What follows belongs to an exercise in optimizing a design on an open flow for small area, a short achievable clock period and few clock cycles; a production flow would make more cautious choices. Function was checked by simulation only, so behaviour that the tests miss may differ from the original.

==> flow/design.v, too long to show whole: its modules and the start of the top module <==
// module tx_path: 94 lines
// module tx_rnd_u: 556 lines
// module tx_rnd_w: 586 lines
// module rx_path: 179 lines
// module rx_sign: 2705 lines
// module dpsk_modem: 51 lines
module dpsk_modem (
  input  logic        clk,
  input  logic        rst_n,
  input  logic        cfg_qpsk,      
  input  logic        cfg_bypass,    
  input  logic        tx_in_valid,
  output logic        tx_in_ready,
  input  logic [7:0]  tx_in_data,
  input  logic        tx_in_last,
  output logic        tx_out_valid,
  input  logic        tx_out_ready,
  output logic [31:0] tx_out_data,
  output logic        tx_out_last,
  input  logic        rx_in_valid,
  output logic        rx_in_ready,
  input  logic [31:0] rx_in_data,
  input  logic        rx_in_last,
  output logic        rx_out_valid,
  input  logic        rx_out_ready,
  output logic [7:0]  rx_out_data,
  output logic        rx_out_last
);
  // ...
==> flow/flow/run.sh <==
#!/bin/bash
set -e
cd "$(dirname "$0")/.."
export SETUP_SLACK_MARGIN=${SETUP_SLACK_MARGIN:-7.5}
bash standard.sh > standard.log 2>&1
==> flow/standard.sh <==
#!/bin/bash
# synth_recipe.tcl (not shown) runs the flow's synth.tcl, then flattens the netlist and writes it again
# the make line also repeats each setting of config.mk as NAME=value (left out here)
make -C /OpenROAD-flow-scripts/flow DESIGN_CONFIG=/design/flow/config.mk WORK_HOME=/design/flow/orfs CLKGATE_MAP_FILE= SYNTH_SCRIPT=/design/flow/synth_recipe.tcl "${@:-finish}"
==> flow/config.mk <==
export PLATFORM = sky130hd
export DESIGN_NAME = dpsk_modem
export DESIGN_NICKNAME = dpsk_modem
export VERILOG_FILES = /design/flow/design.v
export SDC_FILE = /design/flow/constraint.sdc
export NUM_CORES = 4
export LEC_CHECK = 0
export CAP_MARGIN = 20
export CORE_MARGIN = 2
export CORE_UTILIZATION = 40
export SLEW_MARGIN = 20
==> flow/constraint.sdc <==
create_clock -name core_clock -period 14.0 [get_ports {clk}]
set_input_delay 2.8000 -clock core_clock [delete_from_list [all_inputs] [get_ports {clk}]]
set_output_delay 2.8000 -clock core_clock [all_outputs]
set_load 0.01 [all_outputs]
==> flow_metrics.env, run 1 <==
export IMPL_place_gp_congestion=1.03
export IMPL_fin_nets=5898
export IMPL_synth_compound_area_share=0.182
export IMPL_m1WireLength_mm=68.2
export IMPL_slew_headroom=0.355
export IMPL_fmax_mhz=152
export IMPL_synth_fa_ha_area_frac=0.404
export IMPL_outcome="complete, no violations"
export IMPL_ys_flop_type="dfrtp_1"
export IMPL_grt_usage=0.295
export IMPL_cts_buffers=17
export IMPL_nonClkBufAreaFrac=0.0815
export IMPL_antenna_found_initial=2
export IMPL_drive_above_1_share=0.135
export IMPL_clock_sinks=166
export IMPL_tns_ns=0
export IMPL_top_area_cell_class="multi-input combinational cells"
export IMPL_grt_pass1_vias=38707
export IMPL_holdPathStages=1
export IMPL_synth_simple_gate_area_frac=0.0805
export IMPL_synth_xor_area_frac=0.123
export IMPL_synth_largest_area_cell="fa_1"
export IMPL_crit_chain="clkinvlp_4 > fa_1 > fa_1 > inv_2 > fa_2 > fa_1 > inv_1 > fa_1 > inv_2 > fa_2 > ha_4 > a31o_4 > a41oi_2 > o211ai_1 > o211ai_1 > nand3_2 > a221oi_4 > xnor2_2 > nand2_1 > a221oi_2 > a31oi_1 > a32o_2"
export IMPL_multiInputGateArea_um2=35800
export IMPL_yosysSeqAreaShare=0.0955
export IMPL_fill_cells=10492
export IMPL_busiest_layer="met2"
export IMPL_hold_viol_final=0
Testbench counts, summed over its fixed seeds: cycles 2,336.
==> run 2: changes to the inputs <==
--- a/flow/config.mk
+++ b/flow/config.mk
@@ -5,6 +5,7 @@
 export SDC_FILE = /design/flow/constraint.sdc
 export NUM_CORES = 4
 export LEC_CHECK = 0
+export ABC_AREA = 1
 export CAP_MARGIN = 20
 export CORE_MARGIN = 2
 export CORE_UTILIZATION = 40
==> run 2 against run 1 <==
Net effect:
- clock-buffer cell count stayed put
- global-route usage decreased by 0.49 points
- die area is 1.7% lower
- via count is 0.12% higher
- final cell count up 6.2%
- fmax up 5.0%
- largest cell class unchanged
- highest routed layer unchanged
==> flow_metrics.env, run 2 <==
export IMPL_worst_r2r_cell_count=28
export IMPL_initial_core_util=0.403
export IMPL_reg2reg_from="u_tx.pQ[10]"
export IMPL_synth_fp_nets=6274
export IMPL_dr_pass1_iters=8
export IMPL_setup_viol_count_final=0
export IMPL_clock_sinks=166
export IMPL_clk_path_buf_depth=2
export IMPL_grt_usage=0.290
export IMPL_wl_per_cell_um=24.0
export IMPL_regArea_um2=4250
export IMPL_hold_viol_final=0
export IMPL_core_um2=107000
export IMPL_reg2reg_to="u_tx.pI[15]"
export IMPL_io_pins=96
export IMPL_final_cell_mix="inv_1, fa_1, nand2_1, xor2_1, o22ai_1"
export IMPL_portBuffers=95
export IMPL_synth_area_um2=43000
export IMPL_holdPathStages=2
export IMPL_synthTopCellsByArea="fa_1, xor2_1, inv_1, ha_1, o22ai_1"
export IMPL_fin_nets=6300
export IMPL_drt_wl_total_mm=161
export IMPL_yosysSeqAreaShare=0.0972
export IMPL_outcome="complete, no violations"
export IMPL_syn_mean_instance_area_um2=8.20
export IMPL_fill_cells=10620
export IMPL_grt_max_degree=72
export IMPL_drive_above_1_share=0.0845
export IMPL_postSynthCellCount=5239
export IMPL_rsz0062_at_grt="false"
export IMPL_cp_max_fo=8
export IMPL_ys_seq_elements=166
export IMPL_multiInputGateArea_um2=33400
export IMPL_max_cap_viol_count=0
export IMPL_cts_tree="built"
export IMPL_cts_buffers=17
export IMPL_path_class="flop to flop"
export IMPL_synthTopCellsByCount="inv_1, fa_1, nand2_1"
export IMPL_drt_initial_drc_count=4396
export IMPL_place_gp_congestion=1.01
export IMPL_drc=0
export IMPL_cp_slowest_cell="inv_1"
export IMPL_tns_ns=0
export IMPL_skew_ns=0.0238
export IMPL_place_hpwl_mm=111
export IMPL_async_reset_ff_frac=0.602
export IMPL_yosys_warnings=5
export IMPL_grt_pass1_wl_mm=242
export IMPL_antenna_found_initial=9
export IMPL_fin_crit_ns=6.27
export IMPL_grt_pass1_vias=38603
export IMPL_ys_flop_type="dfrtp_1"
export IMPL_tightest_slew_ns=1.05
export IMPL_ant_nets=0
export IMPL_fmax_mhz=159
export IMPL_rows=120
export IMPL_htreeDepth=4
export IMPL_die_area_um2=110000
export IMPL_vias=38288
export IMPL_critical_path_max_stage_delay_ns=0.53
export IMPL_synth_cell_type_count=61
export IMPL_start_kind="flop"
export IMPL_slew_headroom=0.294
export IMPL_cts_root_buffer="clkbuf_16"
export IMPL_endpoint_kind="flop"
export IMPL_syn_to_final_growth_pct=9.73
export IMPL_post_route_period_util=0.448
export IMPL_crit_required_ns=14.39
export IMPL_timing_final_max_slew_violations=0
export IMPL_reg2reg_setup_slack_ns=7.73
export IMPL_viasPerCell=5.73
export IMPL_worstPathArrival_ns=6.67
export IMPL_clk_latency_ns=0.48
export IMPL_hold_class="flop to flop"
export IMPL_yosysMostFrequentCell="inv_1"
export IMPL_grt_overflow_total=0
export IMPL_min_to="u_rx.v1"
export IMPL_synth_top_cell_area_share=0.332
export IMPL_path_clk_slew_ns=0.08
export IMPL_synth_edf_count=32
export IMPL_final_common_cell="inv_1"
export IMPL_die_width_um=332
export IMPL_min_from="u_rx.rdy"
export IMPL_synth_largest_area_cell="fa_1"
export IMPL_die_h_um=332
==> run 2: changes by cell type after synthesis, sizes merged, moves of 247 or more <==
cell	previous run	this run
a22oi	484	1
inv	859	1106
nand2	183	633
o22ai	13	492
xnor2	539	16
xor2	75	574
==> run 2: cells by family (layout without fill, tap and decap cells) <==
family / Yosys count / after routing / synth area share
other: 0 / 2 / 0
adders and majority gates: 985 / 985 / 0.411
AOI/OAI and AO/OA: 940 / 940 / 0.130
xor gates and xnor gates: 590 / 590 / 0.121
DFF: 166 / 166 / 0.0972
and+or+nand+nor: 1124 / 1124 / 0.113
buffers and inverters: 1434 / 1473 / 0.127
==> run 2: final cells by class <==
cell class | count | area share
inverters | 1128 | 0.0932
multi-input cells | 3639 | 0.708
flip-flops and latches | 166 | 0.0901
diodes | 2 | 0.000106
clock buffers | 17 | 0.00902
repair buffers | 313 | 0.0575
well taps | 1403 | 0.0372
clock inverters | 15 | 0.00443
==> run 2: per-layer routing <==
metal	vias up	GRT usage	wire, um
li1	16558	-	-
met1	18678	0.397	64500
met2	2510	0.429	67600
met3	524	0.0894	20900
met4	18	0.109	7360
met5	-	0.00478	177
==> run 2: repair_timing <==
action,4_1_cts,5_1_grt
resized for setup,12,105
hold buffers,0,0
endpoints found under the hold margin,0,0
setup buffers,7,100
gates cloned,0,0
setup endpoints to repair,10,25
==> run 2: worst max-delay path by stage <==
| stage | startpoint | endpoint | slack [ns] |
|---|---|---|---|
| global placement | u_rx.pIn[0] | u_rx.pk[7] | 7.14 |
| global route | u_tx.pI[5] | u_tx.pQ[10] | 7.48 |
| CTS | u_rx.pIo[6] | u_rx.pk[6] | 7.49 |
| finish | u_tx.pQ[10] | u_tx.pI[15] | 7.73 |
| floorplan | u_rx.pIn[0] | u_rx.pk[7] | 8.30 |
| detailed placement | u_rx.pIn[0] | u_rx.pk[7] | 7.15 |
==> run 2: metrics by stage <==
stage	hold WS [ns]	instances	cell area, um2	utilization	setup WS, ns
after CTS	0.480	6580	46000	0.431	7.49
final	0.477	6683	47200	0.442	7.73
after floorplan	0.447	5239	43000	-	8.30
after global routing	0.487	6681	47200	0.442	7.48
after global placement	0.466	6541	45300	0.424	7.14
after detailed placement	0.462	6541	45300	0.424	7.15
==> run 2: critical path: cells and delay by family, from the launching register on <==
| family | cells | cell delay, ns |
|---|---|---|
| buffers and inverters | 7 | 1.10 |
| AO/OA/AOI/OAI | 2 | 0.32 |
| adder cells (fa/ha/maj) | 7 | 2.74 |
| AND/OR/NAND/NOR | 11 | 1.47 |
| flip-flops | 1 | 0.36 |
| XOR/XNOR | 1 | 0.18 |
==> run 3: changes to the inputs <==
==> flow/flow/run.sh (replaced) <==
#!/bin/bash
set -e
cd "$(dirname "$0")/.."
export SETUP_SLACK_MARGIN=${SETUP_SLACK_MARGIN:-8.0}
bash standard.sh > standard.log 2>&1
==> run 3 against run 2 <==
Net effect:
- still clean on timing, DRC and antenna
- non-clock buffer count is 77 higher
- die area stayed put
- wire length is 3.6% higher
- synthesized cell count stayed put
- first-iteration DRC count is 6.4% higher
- core utilization is 2.4 points higher
- flip-flop and latch count stayed put
- cell area is 5.4% higher
- clock-buffer cell count stayed put
- critical path type unchanged
- critical endpoint is now u_rx.pk[7]
- highest routed layer unchanged
==> flow_metrics.env, run 3 <==
export IMPL_grt_pass1_wl_mm=246
export IMPL_outcome="complete, no violations"
export IMPL_synth_edf_count=32
export IMPL_place_hpwl_mm=111
export IMPL_yosysSeqAreaShare=0.0972
export IMPL_grt_overflow_total=0
export IMPL_synthTopCellsByArea="fa_1, xor2_1, inv_1, ha_1, o22ai_1"
export IMPL_die_area_um2=110000
export IMPL_reg2reg_setup_slack_ns=8.02
export IMPL_synth_compound_area_share=0.130
export IMPL_die_h_um=332
export IMPL_postSynthCellCount=5239
export IMPL_muxShareOfSynthArea=0
export IMPL_hold_viol_final=0
export IMPL_whs_ns=0.477
export IMPL_clock_sinks=166
export IMPL_synth_fa_ha_area_frac=0.411
export IMPL_yosys_warnings=5
export IMPL_synth_largest_area_cell="fa_1"
export IMPL_cp_num_buf_inv=2
export IMPL_yosysMostFrequentCell="inv_1"
export IMPL_timing_final_max_slew_violations=0
export IMPL_path_class="flop to flop"
export IMPL_cts_root_buffer="clkbuf_16"
export IMPL_wl_per_cell_um=24.6
export IMPL_cts_tree="built"
export IMPL_async_reset_ff_frac=0.602
export IMPL_tightest_slew_ns=1.01
export IMPL_initial_core_util=0.403
export IMPL_cp_slowest_cell="dfstp_2"
export IMPL_setup_viol_count_final=0
export IMPL_cpLargestDelayFamily="adder cells"
export IMPL_drt_initial_drc_count=4676
export IMPL_rows=120
export IMPL_synth_top_cell_area_share=0.332
export IMPL_synth_simple_gate_area_frac=0.113
export IMPL_pre_cts_ws_ns=7.15
export IMPL_synthTopCellsByCount="inv_1, fa_1, nand2_1"
export IMPL_setup_slack_ns=8.02
export IMPL_syn_mean_instance_area_um2=8.20
export IMPL_fin_nets=6377
export IMPL_slew_headroom=0.319
export IMPL_cpMostUsedCell="nand2_1"
export IMPL_synth_xor_area_frac=0.121
export IMPL_crit_required_ns=14.25
export IMPL_core_um2=107000
export IMPL_grt_pass1_vias=39049
export IMPL_postCtsHoldBufs=0
export IMPL_final_cell_mix="inv_1, fa_1, nand2_1, xor2_1, o22ai_1"
export IMPL_clk_latency_ns=0.48
export IMPL_place_gp_congestion=1.01
export IMPL_ant_nets=0
export IMPL_synth_fp_nets=6274
export IMPL_wl_met2_mm=70.8
export IMPL_fmax_mhz=167
export IMPL_grt_max_degree=72
export IMPL_vias=39143
export IMPL_holdPathStages=2
export IMPL_worstPathArrival_ns=6.23
export IMPL_reg2reg_to="u_rx.pk[7]"
export IMPL_synth_top_family_by_area="adder cells"
export IMPL_antenna_found_initial=10
export IMPL_min_from="u_rx.rdy"
export IMPL_endpoint_kind="flop"
export IMPL_die_width_um=332
export IMPL_io_pins=96
export IMPL_drt_wl_total_mm=166
export IMPL_drive_above_1_share=0.141
export IMPL_worst_r2r_cell_count=26
export IMPL_drc=0
export IMPL_skew_ns=0.0224
export IMPL_synth_area_um2=43000
export IMPL_cp_max_fo=7
export IMPL_critical_path_max_stage_delay_ns=0.60
export IMPL_fin_crit_ns=5.98
export IMPL_max_cap_viol_count=0
export IMPL_wl_met3_mm=21.9
export IMPL_ys_seq_elements=166
export IMPL_dr_pass1_iters=9
export IMPL_viasPerCell=5.79
export IMPL_tns_ns=0
export IMPL_grt_usage=0.294
export IMPL_critPathLaunch="u_rx.pIo[0]"
export IMPL_syn_to_final_growth_pct=15.6
export IMPL_top_layer_used="met5"
export IMPL_m1WireLength_mm=65.4
export IMPL_clk_path_buf_depth=2
export IMPL_cts_buffers=17
export IMPL_htreeDepth=4
export IMPL_path_clk_slew_ns=0.11
export IMPL_final_common_cell="inv_1"
export IMPL_min_to="u_rx.v1"
export IMPL_portBuffers=95
export IMPL_reg2reg_from="u_rx.pIo[0]"
export IMPL_hold_class="flop to flop"
export IMPL_ys_flop_type="dfrtp_1"
export IMPL_post_route_period_util=0.427
export IMPL_synth_cell_type_count=61
export IMPL_rsz0062_at_grt="true"
export IMPL_start_kind="flop"
-- run 3: repair_timing --
item                                    CTS  global route
cloned                                    0            11
pin swaps                                 8            81
gates resized for setup                 196           373
endpoints found under the setup margin   30            31
buffers inserted                         96            78
-- run 3: per-layer routing --
| layer | global-route usage | vias up |
|---|---|---|
| li1 | - | 16734 |
| met1 | 0.403 | 19231 |
| met2 | 0.434 | 2626 |
| met3 | 0.0905 | 536 |
| met4 | 0.115 | 16 |
| met5 | 0 | - |
-- run 3: cell type report --
type	instances	area, um2
Tap cell	1403	1760
Clock inverter	15	209
Timing Repair Buffer	390	4080
Multi-Input combinational cell	3639	34400
Sequential cell	166	4320
Inverter	1128	4490
Antenna cell	5	12.5
Clock buffer	17	425
Fill cell	10362	57100
-- run 3: worst max path at each step --
stage,depth (start not counted),slack (ns),end
after floorplan,30,8.30,u_rx.pk[7]
after global placement,29,7.14,u_rx.pk[7]
after detailed placement,29,7.15,u_rx.pk[7]
after CTS,27,8.00,u_rx.pk[7]
after global routing,30,7.80,u_rx.pk[6]
final,26,8.02,u_rx.pk[7]
-- run 3: worst register-to-register path: cells and delay by family, from the launching register on --
kind | cells | cell delay, ns
adders and majority gates | 7 | 3.09
and+or+nand+nor | 13 | 1.18
DFF | 1 | 0.60
AOI/OAI and AO/OA | 3 | 0.45
buffers and inverters | 2 | 0.31
xor gates and xnor gates | 1 | 0.12
-- run 3: metrics by stage --
stage          cells  area, um2   util
2_1_floorplan   5239      43000      -
3_3_place_gp    6541      45300  0.424
3_5_place_dp    6541      45300  0.424
4_1_cts         6669      47400  0.444
5_1_grt         6759      49700  0.465
6_report        6763      49700  0.465
-- run 3: cell families after synthesis --
kind of cell             Yosys count
AO/OA/AOI/OAI                    940
flip-flops                       166
AND/OR/NAND/NOR                 1124
adder cells (fa/ha/maj)          985
XOR/XNOR                         590
buffers and inverters           1434

[port drivers added, routing unchanged]
Ports are ideal in the flow. The routed layouts listed here were re-timed in OpenROAD.
Step 1 assumes that a clkbuf_16 drives the clock port and a buf_2 every other input.
Step 2 moves the port delays by t, midway between the first and last clock arrival at a register: inputs arrive t later, outputs are due t later. That takes back most of the time a late clock gives input paths.
Three values: ideal ports, drivers, drivers and shift; two values: the first two.
run | shift t [ns] | slack for setup (ns) | worst register clock-pin slew, ns | worst data-port slew with drivers (ns) | pins driven straight from the clock port
run 1 | 0.544 | 7.413 / 7.413 / 7.413 | 0.10 / 0.10 | 0.07 | 1
run 2 | 0.536 | 7.727 / 7.727 / 7.727 | 0.10 / 0.10 | 0.08 | 1
run 3 | 0.537 | 8.016 / 8.016 / 8.016 | 0.11 / 0.11 | 0.09 | 1
After both steps every run listed still meets setup and hold.
